Source: an optimization exercise on an open RTL-to-GDS flow (aim: small area). Production flows keep margins and buffers that such runs may drop.
Function was checked by simulation only, so behaviour that the tests miss may differ from the original.
No driver is modelled on the clock port, so clock power and skew are understated where the tree is cut down; a real chip needs a root buffer or a tree.
No activity file was given, so power comes from the tool's default toggle rates.

run 1:
## fdi_core
module fdi_core
(
  input  wire         clk,
  input  wire         aresetn,
  input  wire [15:0]  tx_cfg_i,
  input  wire         dac_locked_i,
  input  wire         dac_valid_i,
  output wire         tx_flag_o,
  output wire         dac_rst_o,
  output wire [13:0]  dac_dat_a_o,
  output wire [13:0]  dac_dat_b_o,
  input  wire [13:0]  adc_dat_a_i,
  input  wire         adc_valid_i,
  output wire         daq_done_o,
  output wire [15:0]  bram_addr_o,
  output wire [15:0]  bram_wrdata_o,
  output wire         bram_we_o
);
  wire       rst   = ~aresetn;
  wire       srst  = tx_cfg_i[15];
  wire       en    = tx_cfg_i[14];
  wire [2:0] ord   = tx_cfg_i[13:11];
  wire [2:0] rep_i = tx_cfg_i[10:8];
  wire [7:0] sel   = tx_cfg_i[7:0];
  reg       en_last;
  reg       pos;
  reg       busy;
  reg       div_clk;
  reg [7:0] cnt;
  reg [2:0] rep_cnt;
  reg [12:0] p;
  wire match = (cnt == sel);
  always @(posedge clk) begin
    if (rst) begin
      cnt     <= 8'd1;
      div_clk <= 1'b0;
    end else begin
      cnt     <= match ? 8'd1 : cnt + 8'd1;
      div_clk <= match;
    end
  end
  reg tap;
  always @* begin
    case (ord)
      3'd0: tap = p[1];
      3'd1: tap = p[1];
      3'd2: tap = p[2] ^ p[3] ^ p[4];
      3'd3: tap = p[4];
      3'd4: tap = p[3];
      3'd5: tap = p[2];
      3'd6: tap = p[6] ^ p[8] ^ p[11];
      default: tap = p[9] ^ p[10] ^ p[12];
    endcase
  end
  wire fb = ~(p[0] ^ tap);
  wire [7:0] ins = 8'd1 << ord;                
  wire [12:0] p_shift = {1'b0, p[12:1]} | ({13{fb}} & {ins, 5'd0});
  wire zero  = (p == 13'd0);                   
  wire shift = pos & div_clk;
  wire last  = (rep_cnt == rep_i);
  wire wrap  = div_clk & busy & zero;          
  wire term  = wrap & last;                    
  always @(posedge clk) begin
    if (rst) begin
      en_last <= 1'b0;
      pos     <= 1'b0;
    end else begin
      en_last <= en;
      if (srst)
        pos <= 1'b0;
      else if (~en_last & en)
        pos <= 1'b1;
      else if (term)
        pos <= 1'b0;
    end
  end
  always @(posedge clk) begin
    if (rst | srst) begin
      busy    <= 1'b0;
      p       <= 13'd0;
      rep_cnt <= 3'd1;
    end else if (shift) begin
      busy <= ~term;
      p    <= p_shift;
      if (wrap)
        rep_cnt <= last ? 3'd1 : rep_cnt + 3'd1;
  ...
clock: 8.0 ns
lec_check: 0
cap_margin: 20
core_margin: 2
core_utilization: 40
slew_margin: 20
standard.sh (not shown) runs the stock make flow with config.mk's settings and CLKGATE_MAP_FILE= SYNTH_SCRIPT=/design/flow/synth_recipe.tcl, a recipe that flattens the netlist after the stock synthesis.
==> flow/flow/run.sh <==
#!/bin/bash
# Layout flow: the standard synthesis, then an area-oriented re-mapping of
# the combinational logic between the unchanged flip-flops (same instances,
# names and cell type; the smallest of a few ABC scripts is kept), then the
# standard ORFS layout with the ports buffered by the smallest buffer and the
# clock tree rebuilt with fewer buffers (flow/clocktree.tcl).
set -euo pipefail
WORK=$(pwd)
PLAT=$FLOW_HOME/platforms/sky130hd
LIB=$PLAT/lib/sky130_fd_sc_hd__tt_025C_1v80.lib
RES=$WORK/orfs/results/sky130hd/fdi_core/base
YOSYS=$(command -v yosys || echo "$FLOW_HOME/../tools/install/yosys/bin/yosys")

KNOBS=(
  BUFFER_PORTS_ARGS="-buffer_cell sky130_fd_sc_hd__buf_1"
  CTS_ARGS="-sink_clustering_enable -repair_clock_nets -dont_use_dummy_load"
  POST_CTS_TCL="$(pwd)/flow/clocktree.tcl"
  CLK_LEAVES=5
  CLK_LEAF_CELL=sky130_fd_sc_hd__clkbuf_8
  CLK_ROOT_CELL=sky130_fd_sc_hd__clkbuf_8
)

# 1. standard synthesis
bash standard.sh "${KNOBS[@]}" synth > make_synth.log 2>&1
cp "$RES/1_2_yosys.v" "$WORK/std_netlist.v"

# 2. re-map the combinational logic for area
DONT_USE=$(sed -n '/DONT_USE_CELLS += /,/^#/p' "$PLAT/config.mk" | grep -oE 'sky130_fd_sc_hd__[a-z0-9_]+' | sed 's/^/-dont_use /' | tr '\n' ' ')
best=""; best_area=""
for s in "$WORK"/flow/area*.abc; do
  n=$(basename "$s" .abc)
  cat > "$WORK/reopt_$n.ys" <<EOS
read_liberty -ignore_miss_func $LIB
blackbox sky130_fd_sc_hd__dfxtp_1
read_verilog $WORK/std_netlist.v
hierarchy -top $FLOW_TOP
flatten
opt -purge
abc -liberty $LIB $DONT_USE -script $s
read_liberty -lib -ignore_redef $LIB
opt_clean -purge
splitnets
opt_clean -purge
hilomap -singleton -hicell sky130_fd_sc_hd__conb_1 HI -locell sky130_fd_sc_hd__conb_1 LO
insbuf -buf sky130_fd_sc_hd__buf_4 A X
tee -o $WORK/reopt_$n.stat stat -liberty $LIB
check -assert -mapped
write_verilog -nohex -nodec $WORK/reopt_$n.v
EOS
  if "$YOSYS" -s "$WORK/reopt_$n.ys" > "yosys_reopt_$n.log" 2>&1; then
    a=$(grep -oE "Chip area for module .*: [0-9.]+" "$WORK/reopt_$n.stat" | grep -oE "[0-9.]+$")
    echo "$n $a" >> reopt_areas.log
    if [[ -z "$best" ]] || awk "BEGIN{exit !($a < $best_area)}"; then best=$n; best_area=$a; fi
  fi
done
echo "chosen $best $best_area" >> reopt_areas.log

# the flip-flops must be exactly those of the standard synthesis
diff <(grep -E '^\s*sky130_fd_sc_hd__df' "$WORK/std_netlist.v" | sort) \
     <(grep -E '^\s*sky130_fd_sc_hd__df' "$WORK/reopt_$best.v" | sort) > ff_diff.log

cp "$WORK/reopt_$best.v" "$RES/1_2_yosys.v"
rm -f "$RES/1_synth.odb"

# 3. layout
bash standard.sh "${KNOBS[@]}" finish > make_finish.log 2>&1
==> flow/flow/clocktree.tcl <==
# Replace the clock tree that CTS built with a smaller one: the clock port
# drives one root buffer (or the leaf buffers directly), which drives
# CLK_LEAVES leaf buffers, each feeding one cluster of flip-flops (k-means on
# the flip-flop locations).
set nleaf [expr {[info exists ::env(CLK_LEAVES)] ? $::env(CLK_LEAVES) : 4}]
set leaf_cell [expr {[info exists ::env(CLK_LEAF_CELL)] ? $::env(CLK_LEAF_CELL) : "sky130_fd_sc_hd__clkbuf_8"}]
set root_cell [expr {[info exists ::env(CLK_ROOT_CELL)] ? $::env(CLK_ROOT_CELL) : ""}]

set db [ord::get_db]

proc pin_of {inst dir} {
  foreach it [$inst getITerms] {
    if {$dir eq "in" && [$it isInputSignal]} { return $it }
    if {$dir eq "out" && [$it isOutputSignal]} { return $it }
  }
  error "no $dir pin on [$inst getName]"
}
set block [ord::get_db_block]
set clk_net [[$block findBTerm clk] getNet]

# flip-flop clock pins
set sinks {}
foreach inst [$block getInsts] {
  if {[string match "sky130_fd_sc_hd__df*" [[$inst getMaster] getName]]} {
    lappend sinks [$inst findITerm CLK]
  }
}

# remove the CTS buffers and their nets
foreach inst [$block getInsts] {
  set m [[$inst getMaster] getName]
  if {[string match "sky130_fd_sc_hd__clkbuf*" $m] && [string match "clkbuf_*" [$inst getName]]} {
    odb::dbInst_destroy $inst
  }
}
foreach net [$block getNets] {
  if {$net ne $clk_net && [$net getSigType] eq "CLOCK" && [llength [$net getITerms]] == 0} {
    odb::dbNet_destroy $net
  }
}
foreach it $sinks { $it disconnect }

# k-means clusters of the flip-flops
set pts {}
foreach it $sinks {
  set b [[$it getInst] getBBox]
  lappend pts [list [expr {([$b xMin] + [$b xMax]) / 2}] [expr {([$b yMin] + [$b yMax]) / 2}]]
}
set n [llength $pts]
set sorted [lsort -integer -index 0 $pts]
set cent {}
for {set k 0} {$k < $nleaf} {incr k} {
  lappend cent [lindex $sorted [expr {int(($k + 0.5) * $n / $nleaf)}]]
}
for {set iter 0} {$iter < 50} {incr iter} {
  set assign {}
  foreach p $pts {
    set best 0; set bd 1e30
    for {set k 0} {$k < $nleaf} {incr k} {
      set c [lindex $cent $k]
      set d [expr {abs([lindex $p 0] - [lindex $c 0]) + abs([lindex $p 1] - [lindex $c 1])}]
      if {$d < $bd} { set bd $d; set best $k }
    }
    lappend assign $best
  }
  set newc {}
  for {set k 0} {$k < $nleaf} {incr k} {
    set sx 0; set sy 0; set cnt 0
    foreach p $pts a $assign {
      if {$a == $k} { set sx [expr {$sx + [lindex $p 0]}]; set sy [expr {$sy + [lindex $p 1]}]; incr cnt }
    }
    if {$cnt > 0} { lappend newc [list [expr {$sx / $cnt}] [expr {$sy / $cnt}]] } else { lappend newc [lindex $cent $k] }
  }
  set cent $newc
}

# balance: assign each flip-flop to the nearest centre with room left, the
# flip-flops with the most to lose first
set cap [expr {($n + $nleaf - 1) / $nleaf}]
set order {}
set i 0
foreach p $pts {
  set ds {}
  foreach c $cent { lappend ds [expr {abs([lindex $p 0] - [lindex $c 0]) + abs([lindex $p 1] - [lindex $c 1])}] }
  set s [lsort -real $ds]
  lappend order [list $i [expr {[lindex $s 1] - [lindex $s 0]}] $ds]
  incr i
}
set room {}
for {set k 0} {$k < $nleaf} {incr k} { lappend room $cap }
set assign [lrepeat $n 0]
foreach o [lsort -real -decreasing -index 1 $order] {
  set ds [lindex $o 2]
  set best -1; set bd 1e30
  for {set k 0} {$k < $nleaf} {incr k} {
    if {[lindex $room $k] > 0 && [lindex $ds $k] < $bd} { set bd [lindex $ds $k]; set best $k }
  }
  lset assign [lindex $o 0] $best
  lset room $best [expr {[lindex $room $best] - 1}]
}
# centre of each balanced cluster
set newc {}
for {set k 0} {$k < $nleaf} {incr k} {
  set sx 0; set sy 0; set cnt 0
  foreach p $pts a $assign {
    if {$a == $k} { set sx [expr {$sx + [lindex $p 0]}]; set sy [expr {$sy + [lindex $p 1]}]; incr cnt }
  }
  lappend newc [list [expr {$sx / $cnt}] [expr {$sy / $cnt}]]
}
set cent $newc

# build the tree
set drv_net $clk_net
if {$root_cell ne ""} {
  set sx 0; set sy 0
  foreach c $cent { set sx [expr {$sx + [lindex $c 0]}]; set sy [expr {$sy + [lindex $c 1]}] }
  set root [odb::dbInst_create $block [$db findMaster $root_cell] clkroot]
  $root setLocation [expr {int($sx / $nleaf)}] [expr {int($sy / $nleaf)}]
  $root setPlacementStatus PLACED
  [pin_of $root in] connect $clk_net
  set drv_net [odb::dbNet_create $block clknet_root]
  $drv_net setSigType CLOCK
  [pin_of $root out] connect $drv_net
}
for {set k 0} {$k < $nleaf} {incr k} {
  set c [lindex $cent $k]
  set buf [odb::dbInst_create $block [$db findMaster $leaf_cell] clkleaf_$k]
  $buf setLocation [lindex $c 0] [lindex $c 1]
  $buf setPlacementStatus PLACED
  [pin_of $buf in] connect $drv_net
  set net [odb::dbNet_create $block clknet_leaf_$k]
  $net setSigType CLOCK
  [pin_of $buf out] connect $net
  set cnt 0
  foreach it $sinks a $assign {
    if {$a == $k} { $it connect $net; incr cnt }
  }
  puts "clock leaf $k: $cnt flip-flops"
}

detailed_placement
check_placement -verbose
estimate_parasitics -placement
report_clock_skew
report_check_types -max_slew -max_capacitance -violators
Other scripts of this flow, unchanged in this note and not shown: flow/flow/area1.abc, flow/flow/area2.abc, flow/flow/area3.abc
The following lists how run 2 was set up differently from run 1:
diff --git a/flow/flow/run.sh b/flow/flow/run.sh
--- a/flow/flow/run.sh
+++ b/flow/flow/run.sh
@@ -16,7 +16,7 @@
   CTS_ARGS="-sink_clustering_enable -repair_clock_nets -dont_use_dummy_load"
   POST_CTS_TCL="$(pwd)/flow/clocktree.tcl"
-  CLK_LEAVES=5
-  CLK_LEAF_CELL=sky130_fd_sc_hd__clkbuf_8
-  CLK_ROOT_CELL=sky130_fd_sc_hd__clkbuf_8
+  CLK_LEAVES=4
+  CLK_LEAF_CELL=sky130_fd_sc_hd__inv_8
+  CLK_ROOT_CELL=sky130_fd_sc_hd__inv_4
 )
 
==> comparison <==
- Compared to run 1, run 2 has design area about 0.8% lower.
- Comparing run 2 against run 1, there is no change at all in cell count after placement.
- Summary of run 2 over run 1: post-placement cell area held; total design power went down about 3.7%; maximum frequency from static timing analysis went down about 3%; clock transition at the registers of the reported paths held; total internal power went down 48 µW.
- There was hardly any difference in detailed-route DRC error count between run 1 and run 2.
Setup changes, run 2 to run 3
diff --git a/flow/flow/run.sh b/flow/flow/run.sh
--- a/flow/flow/run.sh
+++ b/flow/flow/run.sh
@@ -16,5 +16,5 @@
   CTS_ARGS="-sink_clustering_enable -repair_clock_nets -dont_use_dummy_load"
   POST_CTS_TCL="$(pwd)/flow/clocktree.tcl"
-  CLK_LEAVES=4
+  CLK_LEAVES=5
   CLK_LEAF_CELL=sky130_fd_sc_hd__inv_8
   CLK_ROOT_CELL=sky130_fd_sc_hd__inv_4
Per the final summary, run 3 finished and its layout is clean on timing, DRC and antenna. Delta (run 3 minus run 2): clock slew at the register clock pins of the worst setup and hold paths dropped 0.03 ns; proportion of cell area occupied by registers fell by 0.16 points; met3 capacity usage during global routing +0.36 points; tightest hold margin down 0.0051 ns; worst-case register-to-register setup slack barely changed. Cell area | run 3 vs run 2 | run 3 larger. Changes observed in run 3 relative to run 2: wire length went down; first-pass GRT wire length increased by 41 µm relative to the old numbers; layout multi-input combinational cell count level.
[inputs] run 4 vs run 3
Settings: CAP_MARGIN now 0, was 20; SLEW_MARGIN now 0, was 20.
### Flow results
- Run 4 closes out successfully: all stages finished, all timing, DRC and antenna checks passed.
- ~same initial core utilization in run 4 and run 3
- Re via count: run 3 was lower than run 4.
- In run 4, the data required time of the worst path came out 0.02 ns below the value in run 3.
- Going from run 3 to run 4, DRC violation total after the first TritonRoute iteration went up by about 7%; met1 capacity usage during global routing was more or less identical; achievable clock frequency went down by 1.0 MHz.
- As far as placement-stage worst setup slack goes, run 3 and run 4 are indistinguishable; the numbers are identical.
- Across both runs, share of the cycle needed by the critical path after routing was higher for run 4 than for run 3.
- Status: total internal power parity (run 4, run 3)
- The overall power of the completed layout was comparable across run 4 and run 3.
- Fraction of power consumed by sequential logic across run 4 and run 3: no real change.
In every run of this note, the design's own scripts or RTL, not TritonCTS, make the clock network.

==> port drivers added, routing unchanged <==
The results above use ideal ports. As a check the final layouts listed here were re-extracted and re-timed, cells and wires unchanged.
Step 1 assumes that a clkbuf_16 drives the clock port and a buf_2 every other input.
Step 2, shift: input delay + t, output delay - t, t = (earliest + latest rising clock arrival at the registers) / 2. This alone moves slack from input paths to output paths.
Slacks: no drivers / after step 1 / after step 2; pairs: no drivers / after step 1.
run	t, ns	slack for setup (ns)	worst hold slack (ns)	worst register clock-pin slew, ns	worst slew at a driven data input, ns
run 1	0.372	4.347 / 4.356 / 3.984	0.394 / 0.394 / 0.394	0.12 / 0.12	0.05
run 2	0.256	4.230 / 4.245 / 3.990	0.396 / 0.396 / 0.396	0.13 / 0.13	0.05
run 3	0.271	4.233 / 4.247 / 3.977	0.391 / 0.391 / 0.391	0.11 / 0.11	0.05
run 4	0.272	4.218 / 4.233 / 3.961	0.391 / 0.391 / 0.391	0.11 / 0.11	0.05
After both steps setup and hold are still met in every run listed. The setup slack of run 1, which loses most, moves by +0.009 ns with the drivers and by -0.363 ns with both steps.
